This design comes from an exercise in tuning for small area and a short achievable clock period on the open sky130 flow, not from production work. Only simulation tests tie the RTL to the original design; equivalence was not proved. No activity file was given, so power comes from the tool's default toggle rates.

==> config.mk <==
export PLATFORM = sky130hd
export DESIGN_NAME = RV
export DESIGN_NICKNAME = RV
export VERILOG_FILES = /design/flow/design.v
export SDC_FILE = /design/flow/constraint.sdc
export NUM_CORES = 4
export LEC_CHECK = 0
export CAP_MARGIN = 20
export CORE_MARGIN = 2
export CORE_UTILIZATION = 40
export SLEW_MARGIN = 20
==> constraint.sdc <==
create_clock -name core_clock -period 12.5 [get_ports {CLK}]
set_input_delay 2.5000 -clock core_clock [delete_from_list [all_inputs] [get_ports {CLK}]]
set_output_delay 2.5000 -clock core_clock [all_outputs]
set_load 0.01 [all_outputs]
==> run.sh <==
#!/bin/bash
# synth_recipe.tcl (not shown) runs the flow's synth.tcl, then flattens the netlist and writes it again
# the make line also repeats each setting of config.mk as NAME=value (left out here)
make -C /OpenROAD-flow-scripts/flow DESIGN_CONFIG=/design/flow/config.mk WORK_HOME=/design/flow/orfs CLKGATE_MAP_FILE= SYNTH_SCRIPT=/design/flow/synth_recipe.tcl finish
==> design.v <==
`timescale 1ns / 1ps
module RV #(
    parameter PC_INIT = 32'h00400000
)(
    input CLK,
    input RESET,
    input [31:0] Instr,
    input [31:0] ReadData_in,
    output MemRead,
    output [3:0] MemWrite_out,
    output [31:0] PC,
    output [31:0] ALUResult,
    output [31:0] WriteData_out
);
    reg  [31:2] PCF;
    reg         bhtHi [0:31];
    reg         bhtLo [0:31];
    reg  [31:2] btb   [0:31];
    reg         validD;
    reg  [31:0] InstrD;
    reg  [31:2] PCD;
    reg         PredTakenD;
    reg  [31:2] PredBTAD;
    reg         RegWriteE, MemtoRegE, MemWriteE, BranchE, JalE, JalrE, MDE;
    reg  [31:0] RD1E, RD2E;
    reg  [31:2] PCE, TgtE;
    reg  [11:0] ImmE;
    reg  [4:0]  rdE, rs2E;
    reg  [2:0]  f3E;
    reg         fAME, fAWE, fBME, fBWE;
    reg         PredTakenE, MismatchE;
    reg         UseImmE, OpE, AltE, SubE, LinkE, TgtResE;
    reg         RegWriteM, MemtoRegM, MemWriteM;
    reg  [31:0] ALUResultM, WriteDataM;
    reg  [4:0]  rdM;
    reg         RegWriteW;
    reg  [31:0] ResultW;
    reg  [4:0]  rdW;
    reg  [31:0] rf [1:31];
    reg         mdRun, mdFin, mdNeg;
    reg  [5:0]  mdCnt;
    reg  [32:0] mdA;
    reg  [31:0] mdQ, mdM;
    wire Busy;
    wire [4:0]  idxF       = PCF[6:2];
    wire        isBrF      = (Instr[6:0] == 7'h63);
    wire        PredTakenF = bhtHi[idxF] & isBrF;
    wire [31:2] BTAF       = btb[idxF];
    wire [31:2] PCp4F      = PCF + 30'd1;
    wire [6:0] opD  = InstrD[6:0];
    wire [2:0] f3D  = InstrD[14:12];
    wire [6:0] f7D  = InstrD[31:25];
    wire [4:0] rdD  = InstrD[11:7];
    wire [4:0] rs1D = validD ? InstrD[19:15] : 5'd0;
    wire [4:0] rs2D = validD ? InstrD[24:20] : 5'd0;
    wire isRD    = validD & (opD == 7'h33);
    wire isID    = validD & (opD == 7'h13);
    wire isLdD   = validD & (opD == 7'h03);
    wire isStD   = validD & (opD == 7'h23);
    wire isBrD   = validD & (opD == 7'h63);
    wire isJalD  = validD & (opD == 7'h6F);
    wire isJalrD = validD & (opD == 7'h67);
    wire isAuiD  = validD & (opD == 7'h17);
    wire isLuiD  = validD & (opD == 7'h37);
    wire isMDD   = isRD & (f7D == 7'h01);
    wire RegWriteD = isRD | isID | isLdD | isJalD | isJalrD | isAuiD | isLuiD;
    wire [11:0] ImmD = isStD ? {InstrD[31:25], InstrD[11:7]} : InstrD[31:20];
    reg  [31:2] OffD;
    always @(*) begin
        if (isAuiD | isLuiD)
            OffD = {InstrD[31:12], 10'd0};
        else if (isJalD)
            OffD = {{12{InstrD[31]}}, InstrD[19:12], InstrD[20], InstrD[30:22]};
        else
            OffD = {{20{InstrD[31]}}, InstrD[7], InstrD[30:25], InstrD[11:9]};
    end
    wire [31:2] TgtD = (isLuiD ? 30'd0 : PCD) + OffD;
    wire fwdW1D = (rs1D == rdW) & RegWriteW & (rdW != 5'd0);
    wire fwdW2D = (rs2D == rdW) & RegWriteW & (rdW != 5'd0);
    wire [31:0] RF1 = (rs1D == 5'd0) ? 32'd0 : rf[rs1D];
    wire [31:0] RF2 = (rs2D == 5'd0) ? 32'd0 : rf[rs2D];
    wire [31:0] RD1D = fwdW1D ? ResultW : RF1;
    wire [31:0] RD2D = fwdW2D ? ResultW : RF2;
    wire lwStall = MemtoRegE & ((rs1D == rdE) | (rs2D == rdE));
    wire [31:0] SrcA = fAME ? ALUResultM : (fAWE ? ResultW : RD1E);
    wire [31:0] RegB = fBME ? ALUResultM : (fBWE ? ResultW : RD2E);
    wire [31:0] SrcB = UseImmE ? {{20{ImmE[11]}}, ImmE} : RegB;
    wire [31:0] BX   = SubE ? ~SrcB : SrcB;
    wire [32:0] Sum  = {1'b0, SrcA} + {1'b0, BX} + {32'd0, SubE};
    wire        ltu  = ~Sum[32];
    wire        lt   = (SrcA[31] ^ SrcB[31]) ? SrcA[31] : Sum[31];
    wire        eq   = (SrcA == RegB);
    wire        shl  = (f3E == 3'b001);
    reg  [31:0] ShIn, ShRev;
    integer k;
    always @(*) begin
        for (k = 0; k < 32; k = k + 1) ShRev[k] = SrcA[31-k];
        ShIn = shl ? ShRev : SrcA;
    end
    wire [63:0] ShW  = {{32{AltE & ~shl & SrcA[31]}}, ShIn} >> SrcB[4:0];
    wire [31:0] ShR  = ShW[31:0];
    reg  [31:0] ShOut;
    always @(*) begin
        for (k = 0; k < 32; k = k + 1) ShOut[k] = shl ? ShR[31-k] : ShR[k];
    end
    reg [31:0] AluOut;
    always @(*) begin
        if (!OpE)
            AluOut = Sum[31:0];
        else case (f3E)
            3'b000: AluOut = Sum[31:0];
            3'b001: AluOut = ShOut;
            3'b010: AluOut = {31'd0, lt};
            3'b011: AluOut = {31'd0, ltu};
            3'b100: AluOut = SrcA ^ SrcB;
            3'b101: AluOut = ShOut;
            3'b110: AluOut = SrcA | SrcB;
            default: AluOut = SrcA & SrcB;
        endcase
    end
    wire [31:2] PCp4E = PCE + 30'd1;
    wire [31:0] MDResult = (f3E == 3'b000 || f3E == 3'b100 || f3E == 3'b101) ? mdQ : mdA[31:0];
    wire [31:0] ALUResultE = MDE     ? MDResult :
                             LinkE   ? {PCp4E, 2'b00} :
                             TgtResE ? {TgtE, 2'b00} : AluOut;
    reg taken;
    always @(*) begin
        case (f3E)
            3'b000: taken = eq;
            3'b001: taken = ~eq;
            3'b100: taken = lt;
            3'b101: taken = ~lt;
            3'b110: taken = ltu;
            3'b111: taken = ~ltu;
            default: taken = 1'b0;
        endcase
    end
    wire Mispredict = BranchE & (PredTakenE ? (~taken | MismatchE) : taken);
    wire ToFlush    = JalE | JalrE | Mispredict;
    wire [31:2] RedirE = JalrE ? Sum[31:2] : ((JalE | taken) ? TgtE : PCp4E);
    wire FwdMNext = (rs2E == rdM) & MemWriteE & MemtoRegM & (rdM != 5'd0);
    wire [31:2] PredPC = PredTakenF ? BTAF : PCp4F;
    wire [31:2] PCIn   = ToFlush ? RedirE : PredPC;
    wire WE_PC = ~Busy & ~lwStall;
    always @(posedge CLK) begin
        if (RESET)
            PCF <= PC_INIT[31:2];
        else if (WE_PC)
            PCF <= PCIn;
    end
    wire [4:0] idxE = PCE[6:2];
    integer i;
    always @(posedge CLK) begin
        if (RESET) begin
            for (i = 0; i < 32; i = i + 1) begin
                bhtHi[i] <= 1'b0;
                bhtLo[i] <= 1'b1;
            end
        end else if (BranchE) begin
            if (taken) begin
                if (!(bhtHi[idxE] & bhtLo[idxE])) begin
                    bhtHi[idxE] <= bhtHi[idxE] | bhtLo[idxE];
                    bhtLo[idxE] <= ~bhtLo[idxE];
                end
            end else begin
                if (bhtHi[idxE] | bhtLo[idxE]) begin
                    bhtHi[idxE] <= bhtHi[idxE] & bhtLo[idxE];
                    bhtLo[idxE] <= ~bhtLo[idxE];
                end
            end
        end
    end
    always @(posedge CLK) begin
        if (!RESET && BranchE && taken)
            btb[idxE] <= TgtE;
    end
    always @(posedge CLK) begin
        if (RESET)
            validD <= 1'b0;
        else if (!Busy) begin
            if (ToFlush)
                validD <= 1'b0;
            else if (!lwStall)
                validD <= 1'b1;
        end
    end
    always @(posedge CLK) begin
        if (!Busy && !lwStall) begin
            InstrD     <= Instr;
            PCD        <= PCF;
            PredTakenD <= PredTakenF;
            PredBTAD   <= BTAF;
        end
    end
    always @(posedge CLK) begin
        if (RESET || (!Busy && (lwStall || ToFlush))) begin
            RegWriteE <= 1'b0;
            MemtoRegE <= 1'b0;
            MemWriteE <= 1'b0;
            BranchE   <= 1'b0;
            JalE      <= 1'b0;
            JalrE     <= 1'b0;
            MDE       <= 1'b0;
        end else if (!Busy) begin
            RegWriteE <= RegWriteD;
            MemtoRegE <= isLdD;
            MemWriteE <= isStD;
            BranchE   <= isBrD;
            JalE      <= isJalD;
            JalrE     <= isJalrD;
            MDE       <= isMDD;
        end
    end
    always @(posedge CLK) begin
        if (!Busy) begin
            RD1E       <= RD1D;
            RD2E       <= RD2D;
            PCE        <= PCD;
            TgtE       <= TgtD;
            ImmE       <= ImmD;
            rdE        <= rdD;
            rs2E       <= rs2D;
            f3E        <= f3D;
            fAME       <= (rs1D == rdE) & RegWriteE & (rdE != 5'd0);
            fAWE       <= (rs1D == rdM) & RegWriteM & (rdM != 5'd0);
            fBME       <= (rs2D == rdE) & RegWriteE & (rdE != 5'd0);
            fBWE       <= (rs2D == rdM) & RegWriteM & (rdM != 5'd0);
            PredTakenE <= PredTakenD;
            MismatchE  <= (PredBTAD != TgtD);
            UseImmE    <= isID | isLdD | isStD | isJalrD;
            OpE        <= isRD | isID;
            AltE       <= (isRD | (f3D == 3'b101)) & f7D[5];
            SubE       <= isBrD | ((isRD | isID) & (f3D == 3'b010 || f3D == 3'b011)) |
                          (isRD & (f3D == 3'b000) & f7D[5]);
            LinkE      <= isJalD | isJalrD;
            TgtResE    <= isAuiD | isLuiD;
        end
    end
    always @(posedge CLK) begin
        if (RESET) begin
            RegWriteM <= 1'b0;
            MemtoRegM <= 1'b0;
            MemWriteM <= 1'b0;
        end else if (!Busy) begin
            RegWriteM <= RegWriteE;
            MemtoRegM <= MemtoRegE;
            MemWriteM <= MemWriteE;
        end
    end
    always @(posedge CLK) begin
        if (!Busy) begin
            ALUResultM <= ALUResultE;
            WriteDataM <= FwdMNext ? ReadData_in : RegB;
            rdM        <= rdE;
        end
    end
    always @(posedge CLK) begin
        if (RESET)
            RegWriteW <= 1'b0;
        else if (!Busy)
            RegWriteW <= RegWriteM;
    end
    always @(posedge CLK) begin
        if (!Busy) begin
            ResultW <= MemtoRegM ? ReadData_in : ALUResultM;
            rdW     <= rdM;
        end
    end
    always @(posedge CLK) begin
        if (RegWriteW && rdW != 5'd0)
            rf[rdW] <= ResultW;
    end
    wire mdIdle   = ~mdRun & ~mdFin;
    assign Busy   = ~RESET & (mdRun | (mdIdle & MDE));
    wire mdDiv    = f3E[2];
    wire mdSigned = ~f3E[2] ? (f3E[1:0] != 2'b11) : ~f3E[0];
    wire [5:0] mdLast = mdDiv ? 6'd33 : (mdSigned ? 6'd32 : 6'd31);
    wire mdMulStep = ~mdDiv & ~mdCnt[5];
    wire mdDivFix  = mdDiv & ((mdCnt == 6'd0) | (mdCnt == 6'd33));
    wire mdRemSel  = mdDiv & f3E[1] & (mdCnt == 6'd33);
    wire [33:0] mdMext = {{2{mdSigned & mdM[31]}}, mdM};
    reg  [33:0] mdX, mdY;
    reg         mdInv;
    always @(*) begin
        if (mdDivFix) begin
            mdX   = 34'd0;
            mdY   = {2'b00, mdRemSel ? mdA[31:0] : mdQ};
            mdInv = 1'b1;
        end else if (mdDiv) begin
            mdX   = {1'b0, mdA[31:0], mdQ[31]};
            mdY   = mdMext;
            mdInv = ~(mdSigned & mdM[31]);
        end else begin
            mdX   = {mdA[32], mdA};
            mdY   = mdQ[0] ? mdMext : 34'd0;
            mdInv = mdSigned & mdQ[0] & (mdCnt == 6'd31);
        end
    end
    wire [33:0] mdS = mdX + (mdInv ? ~mdY : mdY) + {33'd0, mdInv};
    wire mdNegQ = mdSigned & (mdNeg ^ mdM[31]);
    wire mdNegR = mdSigned & mdNeg;
    always @(posedge CLK) begin
        if (RESET) begin
            mdRun <= 1'b0;
            mdFin <= 1'b0;
        end else if (mdIdle) begin
            if (MDE) begin
                mdRun <= 1'b1;
                mdCnt <= 6'd0;
                mdA   <= 33'd0;
                mdQ   <= SrcA;
                mdM   <= RegB;
            end
        end else if (mdFin) begin
            mdFin <= 1'b0;
        end else begin
            mdCnt <= mdCnt + 6'd1;
            if (mdCnt == mdLast) begin
                mdRun <= 1'b0;
                mdFin <= 1'b1;
            end
            if (mdMulStep) begin
                mdA <= mdS[33:1];
                mdQ <= {mdS[0], mdQ[31:1]};
            end else if (mdDiv) begin
                if (mdCnt == 6'd0) begin
                    mdNeg <= mdQ[31];
                    if (mdSigned & mdQ[31])
                        mdQ <= mdS[31:0];
                end else if (mdCnt == 6'd33) begin
                    if (mdRemSel) begin
                        if (mdNegR) mdA[31:0] <= mdS[31:0];
                    end else begin
                        if (mdNegQ) mdQ <= mdS[31:0];
                    end
                end else begin
                    mdA <= {1'b0, mdS[33] ? mdX[31:0] : mdS[31:0]};
                    mdQ <= {mdQ[30:0], ~mdS[33]};
                end
            end
        end
    end
    assign PC            = {PCF, 2'b00};
    assign MemRead       = MemtoRegM;
    assign MemWrite_out  = {4{MemWriteM}};
    assign ALUResult     = ALUResultM;
    assign WriteData_out = WriteDataM;
endmodule
==> flow_summary.yaml <==
run_status:
  status: "complete, no violations"
worst_setup_path:
  cp_num_buf_inv: 3
  slowest_stage: "o21a_1"
  reg2reg_from: "fBWE"
  start_kind: "flip-flop"
  reg2reg_slack_ns: 4.73
  slowest_delay_ns: 0.69
  required_ns: 13.06
  r2r_end: "btb[29][4]"
  crit_chain: "buf_4 > mux2_2 > mux2i_1 > o21a_1 > xnor2_1 > inv_1 > fa_1 > nor2b_1 > o31ai_1 > a211oi_1 > o21ai_0 > a21o_1 > o21ai_0 > mux2i_1 > nand3_1 > and2_1 > nand2_1 > nor2_4 > buf_4"
  end_kind: "flip-flop"
  worstSetupPathType: "reg -> reg"
  r2r_cells: 19
  arrival_ns: 8.33
  crit_family: "compound AO/OA/AOI/OAI gates"
  crit_fanout: 32
finish:
  layout-drive-gt1-share_pct: 16.5
  syn_to_final_growth_pct: 13.4
  fillCellCount: 27400
  final_common_cell: "edfxtp_1"
  final_cell_mix: "2448 x edfxtp_1, 842 x nand2_1, 680 x a21oi_1, 494 x mux4_2, 460 x mux2i_1"
  fin_nets: 9648
global_routing:
  grt_pass1_vias: 86300
  grt_usage_pct: 29.3
  grt_max_degree: 126
  overflow: 0
  grt_pass1_wl_microns: 662000
  grt_antenna_before_repair: 20
floorplan:
  die-height_microns: 564
  placeableCoreArea_sq_mm: 0.312
  num_io_pins: 167
  die_x_microns: 564
  rows: 205
  start_util_pct: 40.2
  die_area_sq_mm: 0.318
placed_design:
  place_hpwl_microns: 302000
  place.gp.congestion: 0.991
  io_buffers: 164
sta:
  final.min_clock_period_ns: 7.77
  hold_viol: 0
  setup_tns_ns: 0
  slew_headroom_pct: 24.4
  drv_slew: 0
  fmax_ghz: 0.129
  rsz0062_at_grt: "no"
  setup_violations: 0
  clock-skew-final_ns: 0.0959
  fin_crit_sh_pct: 62.2
  worst_pin_slew_ns: 1.13
  hold_slack_ns: 0.425
yosys:
  yosysSeqAreaShare_pct: 60.1
  synth_area_per_cell_sq_um: 13.4
  synth_seq_cells: 2534
  synthCells: 9349
  synthFlopType: "edfxtp_1"
  yosys_warnings: 1
  synth_edf_count: 2448
  syn-cell-area_sq_mm: 0.125
  synth_cell_type_count: 95
  synthArstFlopShare_pct: 0
power_and_ir_drop:
  leakage_nw: 47.4
  p_per_area_mw_per_mm2: 160
  peakVddDrop_v: 0.000136
route:
  first_pass_iters: 8
  ant_nets: 0
  routed_via_density: 6.47
  drt-initial-drc-count: 13300
  routed_wl_microns: 477000
  vias: 89200
  drc: 0
  routedWlPerCell_microns: 34.6
cts:
  clk_pin_slew_ns: 0.07
  cts_setup_buffers: 0
  ctsResizeCount: 0
  cts-root-buf: "clkbuf_16"
  clk_path_buf_depth: 4
  cts_sinks: 2534
  cts_tree: "built"
  clk-insertion-delay-late_ns: 0.93
  htreeDepth: 5
  cts_hold_buf: 0
  cts_buffers: 284
flow_run:
  drv_cap: 0
min_path:
  worstHoldEndpoint: "PredTakenE"
  min_path_type: "reg -> reg"
  hp-start: "PredTakenD"
  whs_path_depth: 0
[cell usage after synthesis, types with 120 or more instances]
cell type  count  share of area (%)
o21ai_0      424                1.7
nand3_1      125               0.50
a21oi_1      681                2.7
mux2i_1      465                3.7
inv_1        140               0.42
a221oi_1     148                1.0
xor2_1       142               0.99
edfxtp_1    2448                 59
o22ai_1      139               0.69
buf_1        120               0.36
mux4_2       494                8.9
a211oi_1     147               0.88
clkbuf_1     568                1.7
nor3_1       212               0.85
mux2_2       203                1.8
xnor2_1      158                1.1
nand2_1      856                2.6
ha_1         164                1.6
nor2_1       487                1.5
[logic make-up after synthesis]
logic type	Yosys count	share of synthesized area [%]
other	1	0.00299
AOI/OAI and AO/OA	2217	11.4
adders and majority gates	168	1.69
DFF	2534	60.1
and+or+nand+nor	2096	7.54
buffers and inverters	860	2.63
xor gates and xnor gates	304	2.17
muxes	1169	14.5
[area by class of cell]
type / instances / area [sq um] / area share (%)
antenna: 9 / 22.5 / 0.0159
clock buffer: 353 / 7500 / 5.29
clock inverter: 154 / 1630 / 1.15
inverter: 147 / 582 / 0.410
multi-input combinational: 5956 / 47400 / 33.4
sequential: 2534 / 75300 / 53.0
tap: 4140 / 5180 / 3.65
timing repair buffer: 492 / 4390 / 3.09
[metal layers]
layer  routed length (microns)  vias to the layer above  global-route usage, %
li1                          -                    36800                      -
met5                       121                        -                      0
met1                    183000                    45500                   38.9
met4                     34600                       10                   18.3
met2                    210000                     5728                   44.1
met3                     49100                     1241                   5.97
[worst max-delay path by stage]
| stage | from | depth (start not counted) | to | slack, ns |
|---|---|---|---|---|
| final | fBWE | 19 | btb[29][4] | 4.73 |
| after global routing | fBWE | 19 | btb[29][4] | 4.31 |
| after CTS | ResultW[1] | 18 | btb[29][4] | 4.59 |
| after detailed placement | RESET | 12 | PCF[29] | 4.53 |
| after global placement | RESET | 12 | PCF[13] | 4.62 |
| after floorplan | RESET | 5 | ALUResultM[0] | 1.38 |
[state kept, by name (all words and copies together), names as in the netlist, 5 cells and up, named ones only]
name        cells
PCD            30
rs2E            5
btb           960
TgtE           30
mdCnt           6
rdW             5
mdA            33
PCE            30
PredBTAD       30
ResultW        32
RD2E           32
PCF            30
WriteDataM     32
rf            992
ImmE           12
rdM             5
bhtHi          32
rdE             5
InstrD         32
mdQ            32
ALUResultM     32
mdM            32
bhtLo          32
RD1E           32
[report_power, final]
group          internal [mW]  switching, mW  total, mW  leakage (nW)
clock network           4.78           3.58       8.36          4.43
registers               10.1          0.379       10.5          23.5
logic                   1.24           2.62       3.86          19.5
[per-stage QoR]
stage	cells	util, %	cell area [sq um]	setup WS, ns	total power [mW]
after floorplan	9350	-	125000	1.38	12.4
after global placement	13200	42.5	132000	4.62	14.2
after detailed placement	13200	42.5	132000	4.53	14.3
after CTS	13800	45.4	142000	4.59	22.6
after global routing	13800	45.5	142000	4.31	23.2
final	13800	45.6	142000	4.73	22.7

[static timing again, ports no longer ideal]
No port has a modelled driver above. Below, the same layout with a new extraction and two added sets of constraints. Step 1, drivers: a clkbuf_16 drives CLK and a buf_2 each remaining input, both assumed. Step 2, shift: input delay + t, output delay - t, t = (earliest + latest rising clock arrival at the registers) / 2. This alone moves slack from input paths to output paths. a / b / c = ideal ports / drivers / drivers and shift; a / b = the first two.
shift t [ns]: 0.979
setup WS [ns]: 4.727 / 4.727 / 4.472
hold slack, ns: 0.425 / 0.425 / 0.425
worst register clock-pin slew, ns: 0.07 / 0.07
After both steps this run still meets setup and hold. The setup slack of this run moves by 0.000 ns with the drivers and by -0.255 ns with both steps.
